This is an optimization exercise on Yosys and OpenROAD, whose aim is small area and a short achievable clock period, not a production implementation. In this exercise RTL edits were held to simulation tests only and were not proved equivalent to the original. Power figures rest on the tool's default switching activity, not on a simulated workload.

[flow/constraint.sdc]
create_clock -name core_clock -period 6.5 [get_ports {CLK}]
set_input_delay 1.3000 -clock core_clock [delete_from_list [all_inputs] [get_ports {CLK}]]
set_output_delay 1.3000 -clock core_clock [all_outputs]
set_load 0.01 [all_outputs]
[flow/design.v]
 module reg_mux(data,rst,ce,clk,out);
 parameter WIDTH=18;
 parameter RSTTYPE = "SYNC"; 
 parameter REGISTER_ENABLE=1; 
 input [WIDTH-1:0] data;
 input clk,rst,ce;
 output  [WIDTH-1:0] out;
 generate
 if (REGISTER_ENABLE && RSTTYPE=="ASYNC") begin : g_async
 	reg [WIDTH-1:0] out_async;
 	always @(posedge clk or posedge rst) begin
 		if(rst)
 			out_async<=0;
 		else if(ce)
 			out_async<=data;
 	end
 	assign out = out_async;
 end else if (REGISTER_ENABLE) begin : g_sync  
 	reg [WIDTH-1:0] out_sync;
 	always @(posedge clk ) begin
 		if(rst)
 			out_sync<=0;
 		else if(ce)
 			out_sync<=data;
 	end
 	assign out = out_sync;
 end else begin : g_comb
 	assign out = data;
 end
 endgenerate
endmodule
 module Spartan6_DSP48A1
 #(
    parameter A0REG = 0, 
              A1REG = 1, 
              B0REG = 0,
              B1REG = 1,
              CREG = 1, 
              DREG = 1, 
              MREG = 1,
              PREG = 1, 
              CARRYINREG = 1, 
              CARRYOUTREG = 1, 
              OPMODEREG = 1,
              CARRYINSEL = "OPMODE5", 
              B_INPUT = "DIRECT", 
              RSTTYPE = "SYNC" 
 )
 (
 	input [17:0] A,B,D,BCIN,
 	input [47:0] C,PCIN,
 	input [7:0] OPMODE,
 	input CLK,CARRYIN,
 	input RSTA, RSTB, RSTM, RSTP, RSTC, RSTD, RSTCARRYIN, RSTOPMODE,
 	input CEA, CEB, CEM, CEP, CEC, CED, CECARRYIN, CEOPMODE,
   output [17:0] BCOUT,
   output [47:0] PCOUT,P,
   output [35:0] M,
   output CARRYOUT, CARRYOUTF
 );
   wire [17:0] A0_m, A1_m, B0_m,B1_m,D_m,B0_in,B1_in,pre_adder_out;
   wire [47:0] C_m,Post_adder_out;
   wire [35:0] M_m,mult_out;
   wire [7:0] OPMODE_m;
   wire CYI_in,CYI_m,CYO_in;
   reg [47:0] X_m,Z_m;
   reg_mux #(18,RSTTYPE,A0REG)  A0_REG(A,RSTA,CEA,CLK,A0_m);
   reg_mux #(18,RSTTYPE,A1REG)  A1_REG(A0_m,RSTA,CEA,CLK,A1_m);
   reg_mux #(18,RSTTYPE,B0REG)  B0_REG(B0_in,RSTB,CEB,CLK,B0_m);
   reg_mux #(18,RSTTYPE,B1REG)  B1_REG(B1_in,RSTB,CEB,CLK,B1_m);
   reg_mux #(48,RSTTYPE,CREG)  C_REG(C,RSTC,CEC,CLK,C_m);
   reg_mux #(18,RSTTYPE,DREG)  D_REG(D,RSTD,CED,CLK,D_m);
   reg_mux #(36,RSTTYPE,MREG)  M_REG(mult_out,RSTM,CEM,CLK,M_m);
   reg_mux #(48,RSTTYPE,PREG)  P_REG(Post_adder_out,RSTP,CEP,CLK,P);
   reg_mux #(1,RSTTYPE,CARRYINREG)  CYI_REG(CYI_in,RSTCARRYIN,CECARRYIN,CLK,CYI_m);
   reg_mux #(1,RSTTYPE,CARRYOUTREG)  CYO_REG(CYO_in,RSTCARRYIN,CECARRYIN,CLK,CARRYOUT);
   reg_mux #(8,RSTTYPE,OPMODEREG)  OPMODE_REG(OPMODE,RSTOPMODE,CEOPMODE,CLK,OPMODE_m);
   assign CYI_in=(CARRYINSEL=="OPMODE5")?OPMODE_m[5]:(CARRYINSEL=="CARRYIN")?CARRYIN:0;
   assign B0_in=(B_INPUT=="DIRECT")?B:(B_INPUT=="CASCADE")?BCIN:0;
   assign  pre_adder_out=(OPMODE_m[6]==0)?(D_m+B0_m):(D_m-B0_m); 
   assign  B1_in=(OPMODE_m[4]==1)?pre_adder_out:B0_m ;
   assign BCOUT = B1_m;
   assign  mult_out=A1_m*B1_m;
   assign  M = M_m;
 always @(*) begin
   case(OPMODE_m[1:0])
      0:X_m=0;
      1:X_m=M_m;
      2:X_m=P;
      3:X_m={D_m[11:0],A1_m[17:0],B1_m[17:0]};
   endcase
 end
  always @(*) begin
   case(OPMODE_m[3:2])
      0:Z_m=0;
      1:Z_m=PCIN;
      2:Z_m=P;
      3:Z_m=C_m;
   endcase
 end
 assign {CYO_in,Post_adder_out}=(OPMODE_m[7]==0)?(X_m+Z_m+CYI_m):(Z_m-(X_m+CYI_m));
 assign CARRYOUTF = CARRYOUT ;
 assign PCOUT = P ;
endmodule 
[flow/config.mk]
export PLATFORM = sky130hd
export DESIGN_NAME = Spartan6_DSP48A1
export DESIGN_NICKNAME = Spartan6_DSP48A1
export VERILOG_FILES = /design/flow/design.v
export SDC_FILE = /design/flow/constraint.sdc
export NUM_CORES = 4
export LEC_CHECK = 0
export CAP_MARGIN = 20
export CORE_MARGIN = 2
export CORE_UTILIZATION = 40
export SLEW_MARGIN = 20
[flow/run.sh]
#!/bin/bash
# synth_recipe.tcl (not shown) runs the flow's synth.tcl, then flattens the netlist and writes it again
# the make line also repeats each setting of config.mk as NAME=value (left out here)
make -C /OpenROAD-flow-scripts/flow DESIGN_CONFIG=/design/flow/config.mk WORK_HOME=/design/flow/orfs CLKGATE_MAP_FILE= SYNTH_SCRIPT=/design/flow/synth_recipe.tcl finish
==> run summary <==
status finished clean; Final nets 4,507; Layout area overhead 19.53%; share of cells above drive strength 1 9.773%; Total GRT Usage between 20% and 30%; DRT Wirelength 98,470 µm; Final ANT Viol Nets 0; row cnt 97; met2 wire length 45,230 µm; Cell Area, Synth between 20,000 and 30,000 µm²; Worst EP required 6.91 ns; crit-path cells buf_4, and2_1, fa_1, inv_1, fa_1, fa_1, inv_1, fa_1, fa_1, fa_1, ha_1, a21o_1, a21oi_1, nor2b_1, a311o_2, a311oi_2, buf_4, nor2_1, a41oi_1, mux2_2, a311o_1; drt drc 0; Avg Vias per Cell ~5.4; most common cell after layout, fill and taps aside inv_1; Worst path max stage delay ~0.55 ns; Crit Path Category reg2reg; post-DR wirelength/cell 20.79 µm; Final Max Tran Viols 0; CP startpoint kind register; reg2reg setup slack approximately 0.19 ns; initial antenna violation count 2; CP max stage cell fa_1; Post-Layout Inst Area 33,800 µm²; largest net degree at the start of global routing 52; slew margin rel. 31.35%; Hold-fix buffers, CTS 0; Distinct cells, synth 84; Synthesized Nets 4,244; CTS tree built; Clock Latency Late Sink approximately 0.52 ns; post-synthesis async set-or-reset flop share 0%; Mapped Cells 3,522; number of synthesized flops with an enable pin 0; root buffer cell clkbuf_16; Worst-Margin Slew 1.027 ns; Iter 0 DRT Violations 1,947; CTS sink count between 150 and 200; maximum VDD drop approximately 0.15 mV; GPL Wtd Cong 0.9535; first-pass GRT wire length 152,400 µm; Num CTS Buffers 17; min-delay worst type reg2reg; vias in the first global route 25,070; GRT Residual Overflow 0; ranking of synthesized cells by area fa_1, dfxtp_1, ha_1; power density over cell area approximately 170 nW/µm²; CTS HTree Levels 4; Die Height about 270 µm; register bit total from synthesis 196; CP Data Arrival Time 6.72 ns; Top-Level Pins 346; die width about 270 µm; Final setup viols 0; Finished Core Util 48.26%; most used cell, CP fa_1; hold violation count in the final report 0; met3 WL 5920 µm; Die ar. 72,830 µm²; post-synth top area share 18.48%; top layer reached by signal wires met5; clk slew on worst S/H paths 0.09 ns; core area ~70,000 µm²; Pwr Total 5.626 mW; Synth Area per Inst 8.028 µm²; crit share post-route 97.06%; Leak 15.87 nW; Post-DP Area 33,030 µm²; Max Root-Sink Buffers 2; DRT Pass-1 Iters 6; CP Max Fanout 9; port buffer count roughly 330; Metal-1 WL 45,510 µm; Starting Density ~40%; FMAX between 150 and 200 MHz; sequential area share after synthesis 13.88%; commonest non-fill, non-tap cells in the layout inv_1, nand2_1, clkdlybuf4s50_1; post-synth top area cell fa_1; setup TNS 0 ns; Main synth FF type dfxtp_1; crit path capture type register; DR vias 25,660; Ys Warns 6; Detailed Place HPWL 80,180 µm; Worst Clk Skew 0.01718 ns; max_cap viols 0; post-layout min period between 6 and 7 ns
-- synthesized netlist by cell type (15+ instances only) --
| cell | instances |
|---|---|
| nand2b_1 | 15 |
| and3_1 | 34 |
| or3_1 | 15 |
| o21bai_1 | 25 |
| nand3_1 | 45 |
| xnor2_1 | 73 |
| o211ai_1 | 25 |
| o21a_1 | 16 |
| a21oi_1 | 164 |
| ha_1 | 267 |
| nor3_1 | 47 |
| xor2_1 | 42 |
| and2_1 | 146 |
| a31oi_1 | 23 |
| nand4_1 | 21 |
| clkbuf_1 | 187 |
| mux2_2 | 83 |
| a22o_1 | 27 |
| buf_1 | 15 |
| nand2_1 | 393 |
| a22oi_1 | 25 |
| nor2b_1 | 38 |
| buf_4 | 49 |
| fa_1 | 261 |
| nor2_1 | 268 |
| dfxtp_1 | 196 |
| a21o_1 | 74 |
| inv_1 | 459 |
| a211oi_1 | 39 |
| mux2i_1 | 145 |
| o21ai_0 | 124 |
-- routing by layer --
layer / track usage (%) / vias up
li1: - / 12180
met1: 37.60 / 12640
met2: 43.72 / 760
met3: 4.170 / 73
met4: 5.877 / 2
met5: 0 / -
-- through the flow --
step           instances  worst slack (ns)  hold WS [ns]
2_1_floorplan       3522           0.02112        0.4544
3_3_place_gp        4702           -0.1045        0.4668
3_5_place_dp        4702           -0.1223        0.4764
4_1_cts             4732          -0.02833        0.4979
5_1_grt             4736         -0.006374        0.5157
6_report            4737            0.1910        0.4911
-- sequential cells by signal, indices dropped and copies added, names as in the netlist --
register,count
CYO_REG.genblk1.g_sync.out_sync,1
D_REG.genblk1.g_sync.out_sync,18
B1_REG.genblk1.g_sync.out_sync,18
C_REG.genblk1.g_sync.out_sync,48
CYI_REG.genblk1.g_sync.out_sync,1
OPMODE_REG.genblk1.g_sync.out_sync,8
M_REG.genblk1.g_sync.out_sync,36
A1_REG.genblk1.g_sync.out_sync,18
P_REG.genblk1.g_sync.out_sync,48
-- final timing paths --
| path | end | depth (start not counted) | start |
|---|---|---|---|
| setup / recovery | M_REG.genblk1.g_sync.out_sync[33] | 21 | A1_REG.genblk1.g_sync.out_sync[8] |
| hold / removal | C_REG.genblk1.g_sync.out_sync[36] | 2 | C_REG.genblk1.g_sync.out_sync[36] |
| setup reg to reg | M_REG.genblk1.g_sync.out_sync[33] | 21 | A1_REG.genblk1.g_sync.out_sync[8] |
| hold reg to reg | C_REG.genblk1.g_sync.out_sync[36] | 2 | C_REG.genblk1.g_sync.out_sync[36] |
-- where the power goes --
part           internal [mW]  leakage [nW]  switching, mW
logic                   1.34          14.0           1.63
clock network          0.570         0.275          0.606
registers               1.30          1.63          0.179
-- cell families after synthesis --
group	Yosys count	synth area share [%]
AOI/OAI and AO/OA	667	15.85
xor gates and xnor gates	115	3.562
adders and majority gates	528	30.29
buffers and inverters	713	10.15
DFF	196	13.88
muxes	229	8.492
and+or+nand+nor	1074	17.78
-- worst max-delay path, delay by kind of cell, from the launching register on --
family                   cells  cell delay [ns]
multiplexers                 1             0.36
AO/OA/AOI/OAI                6             1.49
flip-flops                   1             0.39
buffers and inverters        4             0.45
adder cells (fa/ha/maj)      7             3.26
AND/OR/NAND/NOR              3             0.27
-- final cells by class --
cell class / count / area, µm²
antenna: 1 / 2.502
clock buffer: 17 / 425.4
fill: 6898 / 36230
timing repair buffer: 497 / 4733
tap: 940 / 1176
sequential: 196 / 3984
clock inverter: 13 / 147.6
inverter: 460 / 1727
multi-input combinational: 2613 / 21600
-- what timing repair did --
item / 4_1_cts / 5_1_grt
buffers inserted: 0 / 4
pin swaps: 1 / 22
resized for setup: 11 / 52
setup endpoints to repair: 2 / 9

port drivers added, routing unchanged:
The flow's constraints put no driver on any port. The routed layout listed below was extracted and timed again, unchanged, in two steps.
Step 1: set_driving_cell puts a clkbuf_16 on CLK and a buf_2 on each other input, an assumption about the parent block.
Step 2 adds t to the input delays and takes it off the output delays; t is the mean of the earliest and latest rising clock arrival at the registers after step 1. Input paths then give back, and output paths get back, about the clock's delay inside the block.
Three values: ideal ports, drivers, drivers and shift; two values: the first two.
t, ns: 0.575
setup WS [ns]: 0.191 / 0.191 / 0.191
worst slew at a driven data input, ns: 0.12
cell pins on the clock port's net: 1
After both steps setup and hold are still met in this run. For this run, drivers alone change the setup slack by 0.000 ns; drivers and shift together by 0.000 ns.
